From an optimization exercise on the open Yosys and OpenROAD flow, aimed at small area and a short achievable clock period; shortcuts taken in it are not production practice. In this exercise RTL edits were held to simulation tests only and were not proved equivalent to the original.

==> sierra: inputs <==
Design ALU, start of the top module:
module ALU(
    input clk,
    input reset,
    input [31:0] A,
    input [31:0] B,
    input [3:0] ALU_control,
    output reg [31:0] result,
    output Z,
    output reg N,
    output reg C,
    output reg V
    );
==> module ALU, before the edit <==
module ALU(
    input clk,
    input reset,
    input [31:0] A,
    input [31:0] B,
    input [3:0] ALU_control,
    output reg [31:0] result,
    output Z,
    output reg N,
    output reg C,
    output reg V
    );
    wire [3:0] op = ALU_control;
    wire op_addsub = (op[3:1] == 3'b000);
    wire op_or   = (op == 4'b0010);
    wire op_and  = (op == 4'b0011);
    wire op_xor  = (op == 4'b0100);
    wire op_sll  = (op == 4'b0101);
    wire op_srl  = (op == 4'b0110);
    wire op_slt  = (op == 4'b0111);
    wire op_sltu = (op == 4'b1000);
    wire inv = op[3] | (op[0] & ~(op[1] & ~op[2]));
    wire [31:0] bx = B ^ {32{inv}};
    wire [31:0] p, gn, tn;
    genvar k;
    generate for (k = 0; k < 32; k = k + 1) begin : g_pg
        alu_pg u (.a(A[k]), .b(bx[k]), .p(p[k]), .gn(gn[k]), .tn(tn[k]));
    end endgenerate
    wire [31:0] sum;
    wire c31, cout;
    alu_add u_add (.p(p), .gn(gn), .tn(tn), .cin(inv), .sum(sum), .c31(c31), .cout(cout));
    wire lt_c0 = op_sltu | (op_slt & (~(A[31] ^ B[31]) | A[31]));
    wire lt_c1 = op_slt & A[31] & ~B[31];
    wire lt;
    alu_mux2 u_lt (.s(cout), .a0(lt_c0), .a1(lt_c1), .y(lt));
    wire [31:0] y;
    alu_shr u_shr (.a(A), .s(B[4:0]), .left(op[0]), .y(y));
    wire sel_s = op_addsub;
    wire sel_p = op_xor | op_or;
    wire nsel_g = ~(op_and | op_or);
    wire [31:0] r;
    generate for (k = 0; k < 32; k = k + 1) begin : g_r
        wire n1, n2, n3, n4;
        alu_a2bb2oi u1 (.an(gn[k]), .bn(nsel_g), .c(sel_p), .d(p[k]), .y(n1));
        alu_aoi22 u2 (.a(sel_s), .b(sum[k]), .c(op_srl), .d(y[k]), .y(n2));
        if (k != 0) begin : g_n3
            alu_nand2 u3 (.a(op_sll), .b(y[31 - k]), .y(n3));
        end
        if (k == 0) begin : g_b0
            alu_a21oi u4 (.a(op_sll), .b(y[31 - k]), .c(lt), .y(n4));
            alu_nand3 u5 (.a(n1), .b(n2), .c(n4), .y(r[k]));
        end else begin : g_bn
            alu_nand3 u5 (.a(n1), .b(n2), .c(n3), .y(r[k]));
        end
    end endgenerate
    wire c_w = op_addsub & cout;
    wire v_w = op_addsub & ~p[31] & (c31 ^ A[31]);
    reg zero_ok;
    assign Z = zero_ok & ~|result;
    always @(posedge clk or posedge reset) begin
        if (reset) begin
            result <= 32'b0;
            zero_ok <= 1'b0;
            N <= 1'b0;
            C <= 1'b0;
            V <= 1'b0;
        end else begin
            result <= r;
            zero_ok <= 1'b1;
            N <= r[31];
            C <= c_w;
            V <= v_w;
        end
    end
endmodule
Settings: LEC_CHECK=0, CAP_MARGIN=20, CORE_MARGIN=2, CORE_UTILIZATION=40, GPL_TIMING_DRIVEN=0, SETUP_SLACK_MARGIN=1.5, SLEW_MARGIN=20, SYNTH_HIERARCHICAL=1, SYNTH_MINIMUM_KEEP_SIZE=0; clock period 5.5 ns.
standard.sh (not shown) runs the stock make flow with config.mk's settings and CLKGATE_MAP_FILE= SYNTH_SCRIPT=/design/flow/synth_recipe.tcl, a recipe that flattens the netlist after the stock synthesis.
==> flow/flow/run.sh <==
#!/bin/bash
# The standard ORFS layout, with these changes: before the floorplan repair
# every gate gets its smallest size (flow/pre_fp.tcl), and port buffers use
# the smallest buffer.
set -euo pipefail
bash standard.sh \
  "PRE_FLOORPLAN_TCL=$PWD/flow/pre_fp.tcl" \
  "BUFFER_PORTS_ARGS=-buffer_cell sky130_fd_sc_hd__buf_1" \
  finish > flow_make.log 2>&1
==> flow/flow/pre_fp.tcl <==
# Run before ORFS's floorplan repair: remove the synthesis buffers and give
# every cell the smallest drive strength of its kind; the repair steps that
# follow size up only what timing needs.
remove_buffers
set n 0
foreach inst [get_cells *] {
  set cell [get_property $inst ref_name]
  if {![regexp {^(sky130_fd_sc_hd__[a-z0-9]+)_([0-9]+)$} $cell -> base drive]} { continue }
  if {[string match "*dfr*" $base] || [string match "*df*" $base]} { continue }
  set best $cell
  set best_area [get_property [get_lib_cells */$cell] area]
  foreach lc [get_lib_cells */${base}_*] {
    set name [get_property $lc name]
    if {![regexp "^${base}_\[0-9\]+\$" $name]} { continue }
    if {[get_property $lc dont_use]} { continue }
    set a [get_property $lc area]
    if {$a < $best_area} { set best $name; set best_area $a }
  }
  if {$best ne $cell} {
    replace_cell $inst $best
    incr n
  }
}
puts "pre_fp: downsized $n cells"
==> quartz: changes against sierra <==
--- a/flow/design.v
+++ b/flow/design.v
@@ -40,18 +40,18 @@
     wire sel_p = op_xor | op_or;
     wire nsel_g = ~(op_and | op_or);
     wire [31:0] r;
     generate for (k = 0; k < 32; k = k + 1) begin : g_r
         wire n1, n2, n3, n4;
         alu_a2bb2oi u1 (.an(gn[k]), .bn(nsel_g), .c(sel_p), .d(p[k]), .y(n1));
-        alu_aoi22 u2 (.a(sel_s), .b(sum[k]), .c(op_srl), .d(y[k]), .y(n2));
+        alu_nand2 u2 (.a(sel_s), .b(sum[k]), .y(n2));
         if (k != 0) begin : g_n3
-            alu_nand2 u3 (.a(op_sll), .b(y[31 - k]), .y(n3));
+            alu_aoi22 u3 (.a(op_srl), .b(y[k]), .c(op_sll), .d(y[31 - k]), .y(n3));
         end
         if (k == 0) begin : g_b0
-            alu_a21oi u4 (.a(op_sll), .b(y[31 - k]), .c(lt), .y(n4));
+            alu_a221oi u4 (.a(op_srl), .b(y[k]), .c(op_sll), .d(y[31 - k]), .e(lt), .y(n4));
             alu_nand3 u5 (.a(n1), .b(n2), .c(n4), .y(r[k]));
         end else begin : g_bn
             alu_nand3 u5 (.a(n1), .b(n2), .c(n3), .y(r[k]));
         end
     end endgenerate
     wire c_w = op_addsub & cout;
@@ -94,12 +94,15 @@
 module alu_nand2(input a, input b, output y);
     assign y = ~(a & b);
 endmodule
 module alu_nor2(input a, input b, output y);
     assign y = ~(a | b);
 endmodule
+module alu_a221oi(input a, input b, input c, input d, input e, output y);
+    assign y = ~((a & b) | (c & d) | e);
+endmodule
 module alu_mux2(input s, input a0, input a1, output y);
     assign y = s ? a1 : a0;
 endmodule
 module alu_a21oi(input a, input b, input c, output y);
     assign y = ~((a & b) | c);
 endmodule
- GPL_TIMING_DRIVEN: 0 -> 1
- SETUP_SLACK_MARGIN: 1.5 -> 1.75
==> amber: changes against sierra <==
--- a/flow/design.v
+++ b/flow/design.v
@@ -26,33 +26,35 @@
     genvar k;
     generate for (k = 0; k < 32; k = k + 1) begin : g_pg
         alu_pg u (.a(A[k]), .b(bx[k]), .p(p[k]), .gn(gn[k]), .tn(tn[k]));
     end endgenerate
     wire [31:0] sum;
     wire c31, cout;
-    alu_add u_add (.p(p), .gn(gn), .tn(tn), .cin(inv), .sum(sum), .c31(c31), .cout(cout));
+    wire g0n;
+    alu_mux2i u_g0 (.s(inv), .a0(A[0] & B[0]), .a1(A[0] | ~B[0]), .y(g0n));
+    alu_add u_add (.p(p), .gn(gn), .tn(tn), .cin(inv), .g0n(g0n), .sum(sum), .c31(c31), .cout(cout));
     wire lt_c0 = op_sltu | (op_slt & (~(A[31] ^ B[31]) | A[31]));
     wire lt_c1 = op_slt & A[31] & ~B[31];
-    wire lt;
-    alu_mux2 u_lt (.s(cout), .a0(lt_c0), .a1(lt_c1), .y(lt));
+    wire ltn;
+    alu_mux2i u_lt (.s(cout), .a0(lt_c0), .a1(lt_c1), .y(ltn));
     wire [31:0] y;
     alu_shr u_shr (.a(A), .s(B[4:0]), .left(op[0]), .y(y));
     wire sel_s = op_addsub;
     wire sel_p = op_xor | op_or;
     wire nsel_g = ~(op_and | op_or);
     wire [31:0] r;
     generate for (k = 0; k < 32; k = k + 1) begin : g_r
         wire n1, n2, n3, n4;
         alu_a2bb2oi u1 (.an(gn[k]), .bn(nsel_g), .c(sel_p), .d(p[k]), .y(n1));
-        alu_aoi22 u2 (.a(sel_s), .b(sum[k]), .c(op_srl), .d(y[k]), .y(n2));
+        alu_nand2 u2 (.a(sel_s), .b(sum[k]), .y(n2));
         if (k != 0) begin : g_n3
-            alu_nand2 u3 (.a(op_sll), .b(y[31 - k]), .y(n3));
+            alu_aoi22 u3 (.a(op_srl), .b(y[k]), .c(op_sll), .d(y[31 - k]), .y(n3));
         end
         if (k == 0) begin : g_b0
-            alu_a21oi u4 (.a(op_sll), .b(y[31 - k]), .c(lt), .y(n4));
-            alu_nand3 u5 (.a(n1), .b(n2), .c(n4), .y(r[k]));
+            alu_aoi22 u4 (.a(op_srl), .b(y[k]), .c(op_sll), .d(y[31 - k]), .y(n4));
+            alu_nand4 u5 (.a(n1), .b(n2), .c(n4), .d(ltn), .y(r[k]));
         end else begin : g_bn
             alu_nand3 u5 (.a(n1), .b(n2), .c(n3), .y(r[k]));
         end
     end endgenerate
     wire c_w = op_addsub & cout;
     wire v_w = op_addsub & ~p[31] & (c31 ^ A[31]);
@@ -76,15 +78,12 @@
 endmodule
 module alu_pg(input a, input b, output p, output gn, output tn);
     alu_nand2 u1 (.a(a), .b(b), .y(gn));
     alu_nor2 u2 (.a(a), .b(b), .y(tn));
     alu_and2b u3 (.a(gn), .bn(tn), .y(p));
 endmodule
-module alu_g0(input gn, input tn, input cin, output y);
-    assign y = gn & (tn | ~cin);
-endmodule
 module alu_gt(input gh, input th, input gl, output y);
     assign y = ~(gh | (th & gl));
 endmodule
 module alu_gi(input gh, input th, input gl, output y);
     assign y = ~(gh & (th | gl));
 endmodule
@@ -94,12 +93,18 @@
 module alu_nand2(input a, input b, output y);
     assign y = ~(a & b);
 endmodule
 module alu_nor2(input a, input b, output y);
     assign y = ~(a | b);
 endmodule
+module alu_a221oi(input a, input b, input c, input d, input e, output y);
+    assign y = ~((a & b) | (c & d) | e);
+endmodule
+module alu_mux2i(input s, input a0, input a1, output y);
+    assign y = ~(s ? a1 : a0);
+endmodule
 module alu_mux2(input s, input a0, input a1, output y);
     assign y = s ? a1 : a0;
 endmodule
 module alu_a21oi(input a, input b, input c, output y);
     assign y = ~((a & b) | c);
 endmodule
@@ -151,18 +156,17 @@
 endmodule
 module alu_add(
     input [31:0] p,
     input [31:0] gn,
     input [31:0] tn,
     input cin,
+    input g0n,
     output [31:0] sum,
     output c31,
     output cout
     );
-    wire g0n;
-    alu_g0 u_g0 (.gn(gn[0]), .tn(tn[0]), .cin(cin), .y(g0n));
     wire g0_1;
     alu_gi ug0 (.gh(gn[1]), .th(tn[1]), .gl(g0n), .y(g0_1));
     wire g0_3;
     alu_gi ug1 (.gh(gn[3]), .th(tn[3]), .gl(gn[2]), .y(g0_3));
     wire t0_3;
     alu_nor2 ut1 (.a(tn[3]), .b(tn[2]), .y(t0_3));
- GPL_TIMING_DRIVEN: 0 -> 1
- SETUP_SLACK_MARGIN: 1.5 -> 1.7
==> impl_metrics.toml <==
[status]
outcome = "finished clean"

[place]
gpl_congestion = 0.9484

[critical_path]
cp_num_buf_inv = 4
worstSetupEndpoint = "N"

[pwr]
power.density_nw_per_um2 = 230.8
power.share.switching_pct = 42.55

[synth]
synthesis.area_um2 = 4463
post_synth.cell_area_avg_um2 = 6.887
synthesis.nets = 718

[layout]
flow.area_growth_from_synthesis_pct = 22.01
[end of results for sierra]
==> impl_metrics.toml <==
[synth]
post_synth.cell_area_avg_um2 = 6.892
synthesis.area_um2 = 4473
synthesis.nets = 719
yosys_warnings = 8

[route]
m1WireLength_um = 7828

[critical_path]
cp_num_buf_inv = 3

[pwr]
power.share.switching_pct = 43.98
power.density_nw_per_um2 = 213.5

[place]
gpl_congestion = 0.9438

[status]
outcome = "finished clean"

[layout]
flow.area_growth_from_synthesis_pct = 22.94
[end of results for amber]
==> impl_metrics.toml <==
[status]
outcome = "finished clean"

[critical_path]
cp_num_buf_inv = 3
worstSetupEndpoint = "N"

[layout]
flow.area_growth_from_synthesis_pct = 24.25

[synth]
synthesis.nets = 718

[pwr]
power.density_nw_per_um2 = 214.8
[end of results for quartz]

afterwards: timing with drivers on the ports:
In the flow no input, the clock included, has a driving cell. The finished layouts below were timed again as built, in two steps. Step 1 assumes that a clkbuf_16 drives the clock port and a buf_2 every other input. Step 2, shift: input delay + t, output delay - t, t = (earliest + latest rising clock arrival at the registers) / 2. This alone moves slack from input paths to output paths. Three values: no drivers, after step 1, after step 2; two values: the first two.
| run | shift t [ns] | setup slack, ns | hold WS [ns] | worst data-port slew with drivers (ns) | pins driven straight from the clock port |
|---|---|---|---|---|---|
| sierra | 0.312 | 1.629 / 1.635 / 1.322 | 0.890 / 0.882 / 1.194 | 0.04 | 1 |
| quartz | 0.311 | 1.853 / 1.863 / 1.552 | 0.860 / 0.847 / 1.158 | 0.04 | 1 |
| amber | 0.312 | 1.805 / 1.814 / 1.502 | 0.855 / 0.846 / 1.159 | 0.04 | 1 |
After both steps every run listed still meets setup and hold. The setup slack of sierra, which loses most, moves by +0.006 ns with the drivers and by -0.307 ns with both steps.
